Source: an optimization exercise on an open RTL-to-GDS flow (aim: a short achievable clock period and few clock cycles). Production flows keep margins and buffers that such runs may drop. Function was checked by simulation only, so behaviour that the tests miss may differ from the original. Power figures rest on the tool's default switching activity, not on a simulated workload.

==> job 8727 <==
==> flow/design.v (excerpt) <==
module naive_cpu(
    input         clk,
    input         rst_n,
    output [31:0] imem_addr,
    input  [31:0] imem_rdata,
    output [31:0] dmem_addr,
    output [31:0] dmem_wdata,
    output        dmem_we,
    input  [31:0] dmem_rdata,
    output        halt
);
    reg        halted;
    reg        halt_o;
    reg [31:0] pc_f;
    reg [31:0] pc_o;                         
    localparam NB = 8;
    localparam IW = 3;                       
    reg [NB-1:0] bv;
    reg [NB-1:0] btk;                        
    reg [13:0] btag [0:NB-1];
    reg [29:0] btgt [0:NB-1];
    reg [IW-1:0] rr;
    reg        u_ins, u_tk;
    reg [IW-1:0] u_idx;
    reg [13:0] u_tag;
    reg [29:0] u_tgt;
    reg        v_d;
    reg [31:0] ir_d;
    reg [31:0] s1_d, s2_d;                   
    reg        h1e, h2e, h1m, h2m, h1w, h2w;
    reg        pu1_d, pu2_d, pls_d;
    reg [31:0] pc_d;
    reg [31:0] pc4_d;
    reg        bh_d;                         
    reg [IW-1:0] bi_d;
    reg        v_e;
    reg [31:0] a_e, b_e, p_e, t_e;
    reg [31:0] ea_e, sd_e;                   
    reg        we_e;                         
    reg [4:0]  rd_e;
    reg        wr_e, ld_e, st_e, mul_e, br_e, jal_e, jalr_e, ebrk_e;
    reg [2:0]  f3_e;
    reg        sub_e;
    reg        s_add, s_and, s_or, s_xor, s_sll, s_srl, s_sra, s_slt, s_sltu, s_fadd, s_pass;
    reg [31:0] nxt_e;
    reg [29:0] pc_e;
    reg        bh_e, ctl_e, tmis_e, nmis_e;
    reg [IW-1:0] bi_e;
    reg        v_m;
    reg [31:0] res_m;
    reg [31:0] mr0_m, mr1_m, mr2_m, mr3_m;
    reg [4:0]  rd_m;
    reg        we_m, mul_m;
    reg        v_w;
    reg [31:0] wb_w;
    reg [4:0]  rd_w;
    reg        we_w;
    reg [31:0] rf [1:31];
    wire [31:0] A  = a_e;
    wire [31:0] B  = b_e;
    wire [31:0] sum;
    wire        cout;                        
    ks_add32 u_add(.a(A), .b(sub_e ? ~B : B), .ci(sub_e), .s(sum), .co(cout));
    wire        eq = (A == B);
  ...
export LEC_CHECK = 0
export CAP_MARGIN = 20
export CORE_MARGIN = 2
export CORE_UTILIZATION = 40
export PLACE_DENSITY = 0.6
export SETUP_SLACK_MARGIN = 4
export SLEW_MARGIN = 20
create_clock -name core_clock -period 18.0 [get_ports {clk}]
standard.sh (not shown) runs the stock make flow with config.mk's settings and CLKGATE_MAP_FILE= SYNTH_SCRIPT=/design/flow/synth_recipe.tcl, a recipe that flattens the netlist after the stock synthesis.
==> flow/flow/run.sh <==
#!/bin/bash
# Standard ORFS layout (the standard.sh) with a larger setup repair
# margin so that repair_timing works on paths well below the 18 ns period.
set -euo pipefail
bash standard.sh SETUP_SLACK_MARGIN=13.5 finish > flow_make.log 2>&1
==> job 9431: changes against job 8727 <==
--- a/flow/design.v
+++ b/flow/design.v
@@ -165,14 +165,14 @@
     reg [13:0] u_tag;
     reg [29:0] u_tgt;
     reg        v_d;
     reg [31:0] ir_d;
     reg [31:0] s1_d, s2_d;                   
-    reg        h1e, h2e, h1m, h2m, h1w, h2w;
-    reg        pu1_d, pu2_d, pls_d;
     reg [31:0] pc_d;
     reg [31:0] pc4_d;
+    reg [31:0] nxt_d;
+    reg        pt_d;                         
     reg        bh_d;                         
     reg [IW-1:0] bi_d;
     reg        v_e;
     reg [31:0] a_e, b_e, p_e, t_e;
     reg [31:0] ea_e, sd_e;                   
@@ -280,18 +280,30 @@
     wire        phit = |hv;
     wire [31:0] pc4_f = pc_f + 32'd4;
     wire [31:0] w_f = imem_rdata;
     wire        jal_f = (w_f[6:0] == 7'b1101111);
     wire        br_f  = (w_f[6:0] == 7'b1100011);
-    wire        sgb_f = br_f & ((w_f[14:12] == 3'd1) | w_f[31]);
+    wire [2:0]  f3_f  = w_f[14:12];
+    wire        same_f = (w_f[19:15] == w_f[24:20]);
+    wire        jfar_f = (w_f[19:13] != {7{w_f[31]}});
+    wire        sgs_f = (jal_f & ~jfar_f) | (br_f & (same_f ? (f3_f == 3'd0 || f3_f == 3'd2 || f3_f == 3'd3 || f3_f == 3'd5 || f3_f == 3'd7)
+                                                : (f3_f == 3'd1 || w_f[31])));
     wire [12:0] immj_f = {w_f[12], w_f[20], w_f[30:21], 1'b0};
     wire [12:0] immb_f = {w_f[31], w_f[7], w_f[30:25], w_f[11:8], 1'b0};
     wire [12:0] loj_f, lob_f;
     wire        cj_f, cb_f;
     ks_add13 u_tj(.a(pc_f[12:0]), .b(immj_f), .s(loj_f), .co(cj_f));
     ks_add13 u_tb(.a(pc_f[12:0]), .b(immb_f), .s(lob_f), .co(cb_f));
+    wire [18:0] hi_f   = pc_f[31:13];
+    wire [18:0] hip1_f = pc_f[31:13] + 19'd1;
+    wire [18:0] him1_f = pc_f[31:13] - 19'd1;
+    wire        c13_f  = jal_f ? cj_f : cb_f;
+    wire [18:0] shi_f  = w_f[31] ? (c13_f ? hi_f : him1_f) : (c13_f ? hip1_f : hi_f);
+    wire [31:0] stgt_f = {shi_f, jal_f ? loj_f : lob_f};
+    wire        pt_f  = phit ? ptk : sgs_f;
     wire [31:0] dyn_f = (phit & ptk) ? {ptgt, 2'b00} : pc4_f;
+    wire [31:0] npc_f = (~phit & sgs_f) ? stgt_f : dyn_f;
     wire [31:0] s1_f = 32'b1 << imem_rdata[19:15];
     wire [31:0] s2_f = 32'b1 << imem_rdata[24:20];
     wire [6:0] op_d  = ir_d[6:0];
     wire [2:0] f3_d  = ir_d[14:12];
     wire [6:0] f7_d  = ir_d[31:25];
@@ -319,11 +331,10 @@
     wire [31:0] imm_j = {{12{ir_d[31]}}, ir_d[19:12], ir_d[20], ir_d[30:21], 1'b0};
     wire [31:0] imm_u = {ir_d[31:12], 12'b0};
     wire [31:0] imm_t = is_jal ? imm_j : imm_bb;
     wire [31:0] tgt_d = pc_d + imm_t;
     wire [31:0] aui_d = pc4_d + imm_u + 32'h003FFFF8;
-    wire [31:0] nxt_d = pc_f;
     wire [31:0] tx = pc_d ^ imm_t ^ ~nxt_d;
     wire [31:0] tc = {(pc_d[30:0] & imm_t[30:0]) | ((pc_d[30:0] | imm_t[30:0]) & ~nxt_d[30:0]), 1'b0};
     wire        tmis_d = ~&(tx ^ tc);
     wire        nmis_d = (pc4_d != nxt_d);
     wire r_add  = is_r & (f3_d == 3'd0) & (f7_d == 7'h00);
@@ -358,38 +369,43 @@
         for (n = 1; n < 32; n = n + 1) begin
             rf1 = rf1 | ({32{s1_d[n]}} & rf[n]);
             rf2 = rf2 | ({32{s2_d[n]}} & rf[n]);
         end
     end
-    wire m1e = h1e;
-    wire m2e = h2e;
-    wire m1m = h1m;
-    wire m2m = h2m;
-    wire m1w = h1w;
-    wire m2w = h2w;
+    wire m1e = v_e & wr_e & (rd_e == rs1_d);
+    wire m2e = v_e & wr_e & (rd_e == rs2_d);
+    wire m1m = v_m & we_m & (rd_m == rs1_d);
+    wire m2m = v_m & we_m & (rd_m == rs2_d);
+    wire m1w = v_w & we_w & (rd_w == rs1_d);
+    wire m2w = v_w & we_w & (rd_w == rs2_d);
     wire [31:0] e_val = ld_e ? ld_val : res_e;
     wire [31:0] ra1 = m1m ? m_val : m1w ? wb_w : rf1;
     wire [31:0] ra2 = m2m ? m_val : m2w ? wb_w : rf2;
     wire [31:0] rv1 = m1e ? e_val : ra1;
     wire [31:0] rb1 = m1m ? res_m : m1w ? wb_w : rf1;     
     wire [31:0] rv2 = m2e ? e_val : ra2;
-    wire stall_d = v_d & ((mul_e & ((pu1_d & m1e) | (pu2_d & m2e)))
-                        | (pls_d & (m1e | (m1m & mul_m))));
+    wire stall_d = v_d & ((mul_e & ((use1 & m1e) | (use2 & m2e)))
+                        | ((is_l | is_s) & (m1e | (m1m & mul_m))));
     wire [31:0] ea_d;
     ks_add32 u_eadd(.a(rb1), .b(is_s ? imm_s : imm_i), .ci(1'b0), .s(ea_d), .co());
     wire is_ctl = is_b | is_jal | is_jalr;
     wire        hold_f = halted | stall_d;
+    wire        rd_nb  = v_e & ((jal_e & tmis_e) | (~ctl_e & nmis_e) | ebrk_e);
+    wire        rd_t   = v_e & br_e & tmis_e;
+    wire        rd_n   = v_e & br_e & nmis_e;
+    wire        rd_j   = v_e & jalr_e & ~jeq;
     wire [31:0] nrm_f  = hold_f ? pc_f : dyn_f;
     wire [31:0] nrm_o  = hold_f ? pc_o : dyn_f;
-    wire        use_j  = ~hold_f & ~phit & jal_f;
-    wire        use_b  = ~hold_f & ~phit & sgb_f;
-    wire        use_n  = ~use_j & ~use_b;
-    wire [12:0] slo_f  = ({13{use_j}} & loj_f) | ({13{use_b}} & lob_f);
-    wire [31:0] sel_f  = {use_n ? nrm_f[31:13] : pc_f[31:13], slo_f | ({13{use_n}} & nrm_f[12:0])};
-    wire [31:0] sel_o  = {use_n ? nrm_o[31:13] : pc_f[31:13], slo_f | ({13{use_n}} & nrm_o[12:0])};
-    wire [31:0] pc_n   = redirect_e ? target_e : sel_f;
-    wire [31:0] pco_n  = redirect_e ? target_e : sel_o;
+    wire [31:0] x1_f   = (rd_t | rd_nb) ? t_e : nrm_f;
+    wire [31:0] x0_f   = rd_n ? p_e : rd_nb ? t_e : nrm_f;
+    wire [31:0] x1_o   = (rd_t | rd_nb) ? t_e : nrm_o;
+    wire [31:0] x0_o   = rd_n ? p_e : rd_nb ? t_e : nrm_o;
+    wire        use_s  = ~redirect_e & ~hold_f & ~phit & sgs_f;
+    wire [31:0] rst_f  = rd_j ? sum : cond ? x1_f : x0_f;
+    wire [31:0] rst_o  = rd_j ? sum : cond ? x1_o : x0_o;
+    wire [31:0] pc_n   = use_s ? stgt_f : rst_f;
+    wire [31:0] pco_n  = use_s ? stgt_f : rst_o;
     always @(posedge clk or negedge rst_n) begin
         if (~rst_n) begin
             halted <= 1'b0;
             halt_o <= 1'b0;
             pc_f   <= 32'b0;
@@ -414,44 +430,19 @@
             v_m  <= v_e;
             v_w  <= v_m;
             we_e <= is_s & v_d & ~stall_d & ~redirect_e & ~halted;
         end
     end
-    wire [4:0] rs1_f = imem_rdata[19:15];
-    wire [4:0] rs2_f = imem_rdata[24:20];
-    wire [6:0] op_f  = imem_rdata[6:0];
-    wire       ls_f  = (op_f == 7'b0000011) | (op_f == 7'b0100011);
-    wire       u2_f  = (op_f == 7'b0110011) | (op_f == 7'b0100011) | (op_f == 7'b1100011) |
-                       (op_f == 7'b1100111) | (op_f == 7'b1010011);
-    wire       u1_f  = u2_f | (op_f == 7'b0010011) | (op_f == 7'b0000011);
-    always @(posedge clk) begin
-        if (~stall_d) begin
-            pu1_d <= u1_f;
-            pu2_d <= u2_f;
-            pls_d <= ls_f;
-            h1e <= v_d & wr_d & (rd_d == rs1_f);
-            h2e <= v_d & wr_d & (rd_d == rs2_f);
-            h1m <= v_e & wr_e & (rd_e == rs1_f);
-            h2m <= v_e & wr_e & (rd_e == rs2_f);
-            h1w <= v_m & we_m & (rd_m == rs1_f);
-            h2w <= v_m & we_m & (rd_m == rs2_f);
-        end else begin
-            h1e <= 1'b0;
-            h2e <= 1'b0;
-            h1m <= h1e;
-            h2m <= h2e;
-            h1w <= h1m;
-            h2w <= h2m;
-        end
-    end
     always @(posedge clk) begin
         if (~stall_d) begin
             ir_d  <= imem_rdata;
             s1_d  <= s1_f;
             s2_d  <= s2_f;
             pc_d  <= pc_f;
             pc4_d <= pc4_f;
+            nxt_d <= npc_f;
+            pt_d  <= pt_f;
             bh_d  <= phit;
             bi_d  <= pidx;
         end
     end
     always @(posedge clk) begin
--- a/flow/config.mk
+++ b/flow/config.mk
@@ -5,9 +5,9 @@
 export SDC_FILE = /design/flow/constraint.sdc
 export NUM_CORES = 4
 export LEC_CHECK = 0
 export CAP_MARGIN = 20
 export CORE_MARGIN = 2
-export CORE_UTILIZATION = 40
-export PLACE_DENSITY = 0.6
+export CORE_UTILIZATION = 30
+export PLACE_DENSITY = 0.5
 export SETUP_SLACK_MARGIN = 4
 export SLEW_MARGIN = 20
==> qor summary <==
metric	job 9431	job 8727
Data required time at the worst endpoint	18.82 ns	14.40 ns
Routed length on met3	80.9 mm	72.2 mm
Crit Path Class	in -> reg	reg -> out
First DRT Iteration DRCs	17.2k	15.9k
Internal power consumption	9.83 mW	9.09 mW
Setup slack of the worst register-to-register path	13.09 ns	13.32 ns
Worst slew pin tran	1.31 ns	1.33 ns
Status	complete, no violations	complete, no violations
Share of the final layout cell area in multi-input gates	43.1%	43.5%
Number of instances in the placed design	15.5k	13.5k
Total power per unit cell area	105 nW/um2	101 nW/um2
Clock insertion delay at the later pin of the skew report	1.02 ns	1.00 ns
Share of the synthesized area in compound gates (AO/OA/AOI/OAI)	16.3%	15.8%
Mux contribution to synthesized area	12.5%	12.6%
Multi-input gate area in the final layout	61,600 um2	57,600 um2
Initial standard-cell utilization of the core	30.1%	40.2%
Testbench counts of job 8727, summed over its fixed seeds: cycles 213,573.
Testbench counts of job 9431, summed over its fixed seeds: cycles 213,115.

what the ideal ports hide:
How much do the figures lean on ideal ports? The routed layouts below were timed once more, with nothing changed but the port constraints.
Step 1 assumes that a clkbuf_16 drives the clock port and a buf_2 every other input.
Step 2 moves the port delays by t, midway between the first and last clock arrival at a register: inputs arrive t later, outputs are due t later. That takes back most of the time a late clock gives input paths.
Slacks: ideal ports / drivers / drivers and shift; pairs: ideal ports / drivers.
run | t, ns | setup WS [ns] | hold slack, ns | worst setup path after step 2 | slew at the worst register clock pin (ns)
job 8727 | 1.026 | 12.808 / 12.706 / 11.969 | 0.326 / 0.326 / 0.326 | input to register | 0.07 / 0.07
job 9431 | 1.067 | 12.591 / 12.587 / 11.519 | 0.327 / 0.327 / 0.327 | input to register | 0.09 / 0.09
After both steps every run listed still meets setup and hold. For job 9431, which loses most, drivers alone change the setup slack by -0.004 ns; drivers and shift together by -1.072 ns.
